From an optimization exercise on the open Yosys and OpenROAD flow, aimed at small area, a short achievable clock period and few clock cycles; shortcuts taken in it are not production practice. In this exercise RTL edits were held to simulation tests only and were not proved equivalent to the original. Power is estimated from default activity; no workload was simulated.

==> fjord <==
## MipsProcessor
module MipsProcessor(input clk, rst, output [31:0] imem_addr, input [31:0] imem_data,
                     output [31:0] dmem_addr, dmem_wdata, output dmem_we, dmem_re, input [31:0] dmem_rdata);
	reg  [31:0] pc;
	wire [31:1] inc = pc[31:1] + 31'd1;
	wire [31:0] pc1 = pc[0] ? {inc, 1'b0} : {pc[31:1], 1'b1};
	wire [31:0] pc2 = {inc, pc[0]};
	wire [5:0]  iop = imem_data[31:26];
	wire if_jal_a, if_jal_b, nc_a1, nc_a2, nc_b1, nc_b2;
	IfDecode My_IfDecodeA(.op(iop), .jt(nc_a1), .jal(if_jal_a), .jr(nc_a2));
	IfDecode My_IfDecodeB(.op(iop), .jt(nc_b1), .jal(if_jal_b), .jr(nc_b2));
	wire stall;
	wire [3:0] br_taken, br_ntaken;    
	wire [31:0] br_target;
	wire [3:0] sj, s2, s1, sh;
	wire [31:0] pc_hold;
	genvar i;
	generate
		for (i = 0; i < 4; i = i + 1) begin : psel
			PcSel My_S(.op(iop), .stall(stall), .sj(sj[i]), .s2(s2[i]), .s1(s1[i]), .sh(sh[i]));
		end
		for (i = 0; i < 32; i = i + 1) begin : pch
			wire ya, yb;
			C_AOI22 My_A(.a1(sj[i/8]), .a2((i < 26) ? imem_data[i] : pc1[i]), .b1(s2[i/8]), .b2(pc2[i]), .y(ya));
			C_AOI22 My_B(.a1(s1[i/8]), .a2(pc1[i]), .b1(sh[i/8]), .b2(pc[i]), .y(yb));
			C_NAND2 My_H(.a(ya), .b(yb), .y(pc_hold[i]));
		end
	endgenerate
	wire [31:0] pc_next;
	generate
		for (i = 0; i < 32; i = i + 1) begin : pcm
			wire t_n, h_n;
			C_NAND2 My_T(.a(br_taken[i/8]), .b(br_target[i]), .y(t_n));
			C_NAND2 My_H(.a(br_ntaken[i/8]), .b(pc_hold[i]), .y(h_n));
			C_NAND2 My_M(.a(t_n), .b(h_n), .y(pc_next[i]));
		end
	endgenerate
	always @(posedge clk, posedge rst) begin
		if (rst)
			pc <= 32'd0;
		else
			pc <= pc_next;
	end
	assign imem_addr = pc;
	reg        d_valid;
	reg [31:0] d_w;
	always @(posedge clk, posedge rst) begin
		if (rst)
			d_valid <= 1'b0;
		else
  ...
Settings: LEC_CHECK=0, CAP_MARGIN=20, CORE_MARGIN=2, CORE_UTILIZATION=60, PLACE_DENSITY=0.7, SLEW_MARGIN=20, SYNTH_HIERARCHICAL=1; clock period 12.0 ns.
standard.sh (not shown) runs the stock make flow with config.mk's settings and CLKGATE_MAP_FILE= SYNTH_SCRIPT=/design/flow/synth_recipe.tcl, a recipe that flattens the netlist after the stock synthesis.
==> flow/flow/run.sh <==
#!/bin/bash
# The standard synthesis and layout (standard.sh), with:
#  - ports buffered with buf_4 instead of the library's first buffer;
#  - larger clock-tree sink clusters and no dummy clock loads;
#  - after global routing, cells with ample slack are downsized (flow/downsize.tcl).
set -o pipefail
bash standard.sh \
  SETUP_SLACK_MARGIN=8.6 \
  TNS_END_PERCENT=5 \
  MATCH_CELL_FOOTPRINT=0 \
  "BUFFER_PORTS_ARGS=-buffer_cell sky130_fd_sc_hd__buf_4" \
  "CTS_ARGS=-sink_clustering_enable -repair_clock_nets -sink_clustering_size 25 -sink_clustering_max_diameter 80 -dont_use_dummy_load" \
  POST_GLOBAL_ROUTE_TCL=$PWD/flow/post_grt.tcl \
  finish > flow_make.log 2>&1
Other scripts of this flow, unchanged in this note and not shown: flow/flow/downsize.tcl, flow/flow/post_grt.tcl
==> inputs of yarrow, as changes to fjord <==
--- a/flow/design.v
+++ b/flow/design.v
@@ -1,19 +1,11 @@
 module IfDecode(input [5:0] op, output jt, jal, jr);
 	assign jt  = !op[5] && op[0] && !op[3] && (!op[1] || op[2]);    
 	assign jal = !op[5] && op[2] && !op[3];
 	assign jr  = !op[5] && op[1] && !op[2];
 endmodule
-module PcSel(input [5:0] op, input stall, output sj, s2, s1, sh);
-	wire jt, jal, jr;
-	IfDecode My_D(.op(op), .jt(jt), .jal(jal), .jr(jr));
-	assign sj = jt && !stall;
-	assign s2 = jr && !stall;
-	assign s1 = !jt && !jr && !stall;
-	assign sh = stall;
-endmodule
 module Controller(input [5:0] op, func, input jal, output rtype, useimm, regwrite, memread, memwrite, beq,
                   rdrs, rdrt, sub, andop, orop, slt);
 	wire addi = !jal && !op[5] && op[3] && !op[4];
 	wire slti = !jal && op[5] && op[0];
 	wire lw   = !jal && op[5] && op[2] && !op[1];
 	wire sw   = !jal && op[5] && op[1] && !op[0];
@@ -34,24 +26,24 @@
 	assign stall = d_valid && e_memread && ((rdrs && rs == e_rd) || (rdrt && rt == e_rd));
 endmodule
 module ForwardUnit(input e_regwrite, input [4:0] e_rd, rs, rt, input jal, output fa, ft);
 	assign fa = e_regwrite && (e_rd == rs) && !jal;
 	assign ft = e_regwrite && (e_rd == rt);
 endmodule
-module RegFile(input clk, we, input [4:0] wa, input [31:0] wd_a, wd_b, input [31:1] s1, s2,
+module RegFile(input clk, we, input [4:0] wa, input [31:0] wd, input [31:1] s1, s2,
                output [31:0] rd1_n, rd2_n);
 	wire [32*31-1:0] q;
 	wire [31:1] wsel;
 	Dec5 My_WDec(.a(wa), .en(we), .y(wsel));
 	genvar k;
 	generate
 		for (k = 1; k < 32; k = k + 1) begin : r
 			reg [31:0] v;
 			always @(posedge clk)
 				if (wsel[k])
-					v <= (k < 16) ? wd_a : wd_b;
+					v <= wd;
 			assign q[(k-1)*32 +: 32] = v;
 		end
 	endgenerate
 	ReadPort My_RP1(.s(s1), .q(q), .y_n(rd1_n));
 	ReadPort My_RP2(.s(s2), .q(q), .y_n(rd2_n));
 endmodule
@@ -419,33 +411,23 @@
                      output [31:0] dmem_addr, dmem_wdata, output dmem_we, dmem_re, input [31:0] dmem_rdata);
 	reg  [31:0] pc;
 	wire [31:1] inc = pc[31:1] + 31'd1;
 	wire [31:0] pc1 = pc[0] ? {inc, 1'b0} : {pc[31:1], 1'b1};
 	wire [31:0] pc2 = {inc, pc[0]};
 	wire [5:0]  iop = imem_data[31:26];
-	wire if_jal_a, if_jal_b, nc_a1, nc_a2, nc_b1, nc_b2;
+	wire if_jt, if_jal, if_jr, if_jal_a, if_jal_b, nc_a1, nc_a2, nc_b1, nc_b2;
+	IfDecode My_IfDecode(.op(iop), .jt(if_jt), .jal(if_jal), .jr(if_jr));
 	IfDecode My_IfDecodeA(.op(iop), .jt(nc_a1), .jal(if_jal_a), .jr(nc_a2));
 	IfDecode My_IfDecodeB(.op(iop), .jt(nc_b1), .jal(if_jal_b), .jr(nc_b2));
 	wire stall;
 	wire [3:0] br_taken, br_ntaken;    
 	wire [31:0] br_target;
-	wire [3:0] sj, s2, s1, sh;
-	wire [31:0] pc_hold;
-	genvar i;
-	generate
-		for (i = 0; i < 4; i = i + 1) begin : psel
-			PcSel My_S(.op(iop), .stall(stall), .sj(sj[i]), .s2(s2[i]), .s1(s1[i]), .sh(sh[i]));
-		end
-		for (i = 0; i < 32; i = i + 1) begin : pch
-			wire ya, yb;
-			C_AOI22 My_A(.a1(sj[i/8]), .a2((i < 26) ? imem_data[i] : pc1[i]), .b1(s2[i/8]), .b2(pc2[i]), .y(ya));
-			C_AOI22 My_B(.a1(s1[i/8]), .a2(pc1[i]), .b1(sh[i/8]), .b2(pc[i]), .y(yb));
-			C_NAND2 My_H(.a(ya), .b(yb), .y(pc_hold[i]));
-		end
-	endgenerate
+	wire [31:0] pc_seq = if_jt ? {pc1[31:26], imem_data[25:0]} : (if_jr ? pc2 : pc1);
+	wire [31:0] pc_hold = stall ? pc : pc_seq;
 	wire [31:0] pc_next;
+	genvar i;
 	generate
 		for (i = 0; i < 32; i = i + 1) begin : pcm
 			wire t_n, h_n;
 			C_NAND2 My_T(.a(br_taken[i/8]), .b(br_target[i]), .y(t_n));
 			C_NAND2 My_H(.a(br_ntaken[i/8]), .b(pc_hold[i]), .y(h_n));
 			C_NAND2 My_M(.a(t_n), .b(h_n), .y(pc_next[i]));
@@ -454,13 +436,13 @@
 	always @(posedge clk, posedge rst) begin
 		if (rst)
 			pc <= 32'd0;
 		else
 			pc <= pc_next;
 	end
-	assign imem_addr = pc;
+	OutRegR My_PcOut(.clk(clk), .rst(rst), .d(pc_next), .q(imem_addr));
 	reg        d_valid;
 	reg [31:0] d_w;
 	always @(posedge clk, posedge rst) begin
 		if (rst)
 			d_valid <= 1'b0;
 		else
@@ -486,15 +468,15 @@
 	Controller My_Controller(.op(d_w[31:26]), .func(d_w[5:0]), .jal(d_jal), .rtype(c_rtype), .useimm(c_useimm),
 	                         .regwrite(c_regwrite), .memread(c_memread), .memwrite(c_memwrite), .beq(c_beq),
 	                         .rdrs(c_rdrs), .rdrt(c_rdrt), .sub(c_sub), .andop(c_and), .orop(c_or), .slt(c_slt));
 	wire [4:0] d_dst = d_jal ? 5'd31 : (c_rtype ? d_rd : d_rt);
 	wire        m_regwrite;
 	wire [4:0]  m_rd;
-	wire [31:0] m_wd, m_wd_b;
+	wire [31:0] m_wd;
 	wire [31:0] rf1_n, rf2_n;
-	RegFile My_RegFile(.clk(clk), .we(m_regwrite), .wa(m_rd), .wd_a(m_wd), .wd_b(m_wd_b), .s1(d_s1), .s2(d_s2), .rd1_n(rf1_n), .rd2_n(rf2_n));
+	RegFile My_RegFile(.clk(clk), .we(m_regwrite), .wa(m_rd), .wd(m_wd), .s1(d_s1), .s2(d_s2), .rd1_n(rf1_n), .rd2_n(rf2_n));
 	wire byp1 = m_regwrite && (m_rd == d_rs);
 	wire byp2 = m_regwrite && (m_rd == d_rt);
 	wire sa_jal = d_jal;
 	wire sa_rd  = !d_jal && byp1 && m_memread;
 	wire sa_res = !d_jal && byp1 && !m_memread;
 	wire sa_rf_n = d_jal || byp1;
@@ -553,12 +535,13 @@
 		e_or   <= c_or;
 		e_slt  <= c_slt;
 	end
 	reg [31:0] m_res, m_sd;
 	wire [31:0] sd = e_ft ? m_res : e_b;
 	wire [31:0] res;
+	OutReg My_AddrOut(.clk(clk), .d(res), .q(dmem_addr));
 	ALU My_ALU(.m(m_res), .ea(e_a), .eb(e_b), .imm({e_imm[15], e_imm}), .fa(e_fa), .ra(e_ra), .fb(e_fb), .rb(e_rb), .ib(e_ib),
 	           .sub(e_sub), .ssum(e_ssum), .andop(e_and), .orop(e_or), .slt(e_slt), .out(res));
 	reg m_regwrite_r, m_memread, m_memwrite;
 	reg [4:0] m_rd_r;
 	always @(posedge clk, posedge rst) begin
 		if (rst) begin
@@ -575,15 +558,24 @@
 		m_sd   <= sd;
 	end
 	assign m_regwrite = m_regwrite_r;
 	assign m_rd = m_rd_r;
 	generate
 		for (i = 0; i < 32; i = i + 1) begin : wdm
-			C_MUX2 My_WA(.a0(m_res[i]), .a1(dmem_rdata[i]), .s(m_memread), .y(m_wd[i]));
-			C_MUX2 My_WB(.a0(m_res[i]), .a1(dmem_rdata[i]), .s(m_memread), .y(m_wd_b[i]));
+			C_MUX2 My_W(.a0(m_res[i]), .a1(dmem_rdata[i]), .s(m_memread), .y(m_wd[i]));
 		end
 	endgenerate
-	assign dmem_addr  = m_res;
 	assign dmem_wdata = m_sd;
 	assign dmem_we    = m_memwrite;
 	assign dmem_re    = m_re_o;
 endmodule
+module OutReg(input clk, input [31:0] d, output reg [31:0] q);
+	always @(posedge clk)
+		q <= d;
+endmodule
+module OutRegR(input clk, rst, input [31:0] d, output reg [31:0] q);
+	always @(posedge clk, posedge rst)
+		if (rst)
+			q <= 32'd0;
+		else
+			q <= d;
+endmodule
==> inputs of zinc, as changes to fjord <==
--- a/flow/design.v
+++ b/flow/design.v
@@ -1,19 +1,11 @@
 module IfDecode(input [5:0] op, output jt, jal, jr);
 	assign jt  = !op[5] && op[0] && !op[3] && (!op[1] || op[2]);    
 	assign jal = !op[5] && op[2] && !op[3];
 	assign jr  = !op[5] && op[1] && !op[2];
 endmodule
-module PcSel(input [5:0] op, input stall, output sj, s2, s1, sh);
-	wire jt, jal, jr;
-	IfDecode My_D(.op(op), .jt(jt), .jal(jal), .jr(jr));
-	assign sj = jt && !stall;
-	assign s2 = jr && !stall;
-	assign s1 = !jt && !jr && !stall;
-	assign sh = stall;
-endmodule
 module Controller(input [5:0] op, func, input jal, output rtype, useimm, regwrite, memread, memwrite, beq,
                   rdrs, rdrt, sub, andop, orop, slt);
 	wire addi = !jal && !op[5] && op[3] && !op[4];
 	wire slti = !jal && op[5] && op[0];
 	wire lw   = !jal && op[5] && op[2] && !op[1];
 	wire sw   = !jal && op[5] && op[1] && !op[0];
@@ -34,24 +26,24 @@
 	assign stall = d_valid && e_memread && ((rdrs && rs == e_rd) || (rdrt && rt == e_rd));
 endmodule
 module ForwardUnit(input e_regwrite, input [4:0] e_rd, rs, rt, input jal, output fa, ft);
 	assign fa = e_regwrite && (e_rd == rs) && !jal;
 	assign ft = e_regwrite && (e_rd == rt);
 endmodule
-module RegFile(input clk, we, input [4:0] wa, input [31:0] wd_a, wd_b, input [31:1] s1, s2,
+module RegFile(input clk, we, input [4:0] wa, input [31:0] wd, input [31:1] s1, s2,
                output [31:0] rd1_n, rd2_n);
 	wire [32*31-1:0] q;
 	wire [31:1] wsel;
 	Dec5 My_WDec(.a(wa), .en(we), .y(wsel));
 	genvar k;
 	generate
 		for (k = 1; k < 32; k = k + 1) begin : r
 			reg [31:0] v;
 			always @(posedge clk)
 				if (wsel[k])
-					v <= (k < 16) ? wd_a : wd_b;
+					v <= wd;
 			assign q[(k-1)*32 +: 32] = v;
 		end
 	endgenerate
 	ReadPort My_RP1(.s(s1), .q(q), .y_n(rd1_n));
 	ReadPort My_RP2(.s(s2), .q(q), .y_n(rd2_n));
 endmodule
@@ -419,33 +411,23 @@
                      output [31:0] dmem_addr, dmem_wdata, output dmem_we, dmem_re, input [31:0] dmem_rdata);
 	reg  [31:0] pc;
 	wire [31:1] inc = pc[31:1] + 31'd1;
 	wire [31:0] pc1 = pc[0] ? {inc, 1'b0} : {pc[31:1], 1'b1};
 	wire [31:0] pc2 = {inc, pc[0]};
 	wire [5:0]  iop = imem_data[31:26];
-	wire if_jal_a, if_jal_b, nc_a1, nc_a2, nc_b1, nc_b2;
+	wire if_jt, if_jal, if_jr, if_jal_a, if_jal_b, nc_a1, nc_a2, nc_b1, nc_b2;
+	IfDecode My_IfDecode(.op(iop), .jt(if_jt), .jal(if_jal), .jr(if_jr));
 	IfDecode My_IfDecodeA(.op(iop), .jt(nc_a1), .jal(if_jal_a), .jr(nc_a2));
 	IfDecode My_IfDecodeB(.op(iop), .jt(nc_b1), .jal(if_jal_b), .jr(nc_b2));
 	wire stall;
 	wire [3:0] br_taken, br_ntaken;    
 	wire [31:0] br_target;
-	wire [3:0] sj, s2, s1, sh;
-	wire [31:0] pc_hold;
-	genvar i;
-	generate
-		for (i = 0; i < 4; i = i + 1) begin : psel
-			PcSel My_S(.op(iop), .stall(stall), .sj(sj[i]), .s2(s2[i]), .s1(s1[i]), .sh(sh[i]));
-		end
-		for (i = 0; i < 32; i = i + 1) begin : pch
-			wire ya, yb;
-			C_AOI22 My_A(.a1(sj[i/8]), .a2((i < 26) ? imem_data[i] : pc1[i]), .b1(s2[i/8]), .b2(pc2[i]), .y(ya));
-			C_AOI22 My_B(.a1(s1[i/8]), .a2(pc1[i]), .b1(sh[i/8]), .b2(pc[i]), .y(yb));
-			C_NAND2 My_H(.a(ya), .b(yb), .y(pc_hold[i]));
-		end
-	endgenerate
+	wire [31:0] pc_seq = if_jt ? {pc1[31:26], imem_data[25:0]} : (if_jr ? pc2 : pc1);
+	wire [31:0] pc_hold = stall ? pc : pc_seq;
 	wire [31:0] pc_next;
+	genvar i;
 	generate
 		for (i = 0; i < 32; i = i + 1) begin : pcm
 			wire t_n, h_n;
 			C_NAND2 My_T(.a(br_taken[i/8]), .b(br_target[i]), .y(t_n));
 			C_NAND2 My_H(.a(br_ntaken[i/8]), .b(pc_hold[i]), .y(h_n));
 			C_NAND2 My_M(.a(t_n), .b(h_n), .y(pc_next[i]));
@@ -486,15 +468,15 @@
 	Controller My_Controller(.op(d_w[31:26]), .func(d_w[5:0]), .jal(d_jal), .rtype(c_rtype), .useimm(c_useimm),
 	                         .regwrite(c_regwrite), .memread(c_memread), .memwrite(c_memwrite), .beq(c_beq),
 	                         .rdrs(c_rdrs), .rdrt(c_rdrt), .sub(c_sub), .andop(c_and), .orop(c_or), .slt(c_slt));
 	wire [4:0] d_dst = d_jal ? 5'd31 : (c_rtype ? d_rd : d_rt);
 	wire        m_regwrite;
 	wire [4:0]  m_rd;
-	wire [31:0] m_wd, m_wd_b;
+	wire [31:0] m_wd;
 	wire [31:0] rf1_n, rf2_n;
-	RegFile My_RegFile(.clk(clk), .we(m_regwrite), .wa(m_rd), .wd_a(m_wd), .wd_b(m_wd_b), .s1(d_s1), .s2(d_s2), .rd1_n(rf1_n), .rd2_n(rf2_n));
+	RegFile My_RegFile(.clk(clk), .we(m_regwrite), .wa(m_rd), .wd(m_wd), .s1(d_s1), .s2(d_s2), .rd1_n(rf1_n), .rd2_n(rf2_n));
 	wire byp1 = m_regwrite && (m_rd == d_rs);
 	wire byp2 = m_regwrite && (m_rd == d_rt);
 	wire sa_jal = d_jal;
 	wire sa_rd  = !d_jal && byp1 && m_memread;
 	wire sa_res = !d_jal && byp1 && !m_memread;
 	wire sa_rf_n = d_jal || byp1;
@@ -575,14 +557,13 @@
 		m_sd   <= sd;
 	end
 	assign m_regwrite = m_regwrite_r;
 	assign m_rd = m_rd_r;
 	generate
 		for (i = 0; i < 32; i = i + 1) begin : wdm
-			C_MUX2 My_WA(.a0(m_res[i]), .a1(dmem_rdata[i]), .s(m_memread), .y(m_wd[i]));
-			C_MUX2 My_WB(.a0(m_res[i]), .a1(dmem_rdata[i]), .s(m_memread), .y(m_wd_b[i]));
+			C_MUX2 My_W(.a0(m_res[i]), .a1(dmem_rdata[i]), .s(m_memread), .y(m_wd[i]));
 		end
 	endgenerate
 	assign dmem_addr  = m_res;
 	assign dmem_wdata = m_sd;
 	assign dmem_we    = m_memwrite;
 	assign dmem_re    = m_re_o;
CORE_UTILIZATION = 68   (was 60)
PLACE_DENSITY = 0.75   (was 0.7)
==> comparison table <==
	yarrow	fjord	zinc
Clock power share	0.225	0.215	0.212
Count of clock-net buffers in the final layout	67	60	60
Post-Route M1 WL	67300 um	67400 um	61300 um
Non-clk buf share	0.0357	0.0403	0.0439
Multi-input gate area in the final layout	18600 sq um	18900 sq um	18500 sq um
Clock buffer count from CTS	67	60	60
Sequential cell area share	0.609	0.597	0.602
Global-route wire length before repair	286000 um	295000 um	289000 um
Number of cells on the worst reg-to-reg path	12	8	12
Std cell rows	113	112	104
Result of the run	finished clean	finished clean	finished clean
Fraction of met3 tracks used by global routing	0.112	0.152	0.191
Fmax	275 MHz	265 MHz	270 MHz
Nets	4360	4298	4324
Pwr dens	174 nW/um^2	170 nW/um^2	172 nW/um^2
Fraction of the cycle the final worst path needs	0.303	0.315	0.308
Setup slack at placement	7.28 ns	7.34 ns	7.45 ns
Final clock skew	0.0601 ns	0.0566 ns	0.102 ns
Testbench counts of fjord, summed over its fixed seeds: cycles 49,457.
Testbench counts of yarrow, summed over its fixed seeds: cycles 49,457.
Testbench counts of zinc, summed over its fixed seeds: cycles 49,457.

[static timing again, ports no longer ideal]
The results above use ideal ports. As a check the final layouts listed here were re-extracted and re-timed, cells and wires unchanged. Step 1: set_driving_cell puts a clkbuf_16 on clk and a buf_2 on each other input, an assumption about the parent block. Step 2 adds t to the input delays and takes it off the output delays; t is the mean of the earliest and latest rising clock arrival at the registers after step 1. Input paths then give back, and output paths get back, about the clock's delay inside the block. Three values: no drivers, after step 1, after step 2; two values: the first two.
run	shift t [ns]	setup WS [ns]	hold WS [ns]
fjord	0.767	8.220 / 8.142 / 7.938	0.377 / 0.377 / 0.377
yarrow	0.722	8.362 / 8.283 / 7.788	0.391 / 0.391 / 0.391
zinc	0.752	8.302 / 8.229 / 7.745	0.363 / 0.363 / 0.363
After both steps every run listed still meets setup and hold. The setup slack of yarrow, which loses most, moves by -0.079 ns with the drivers and by -0.574 ns with both steps.
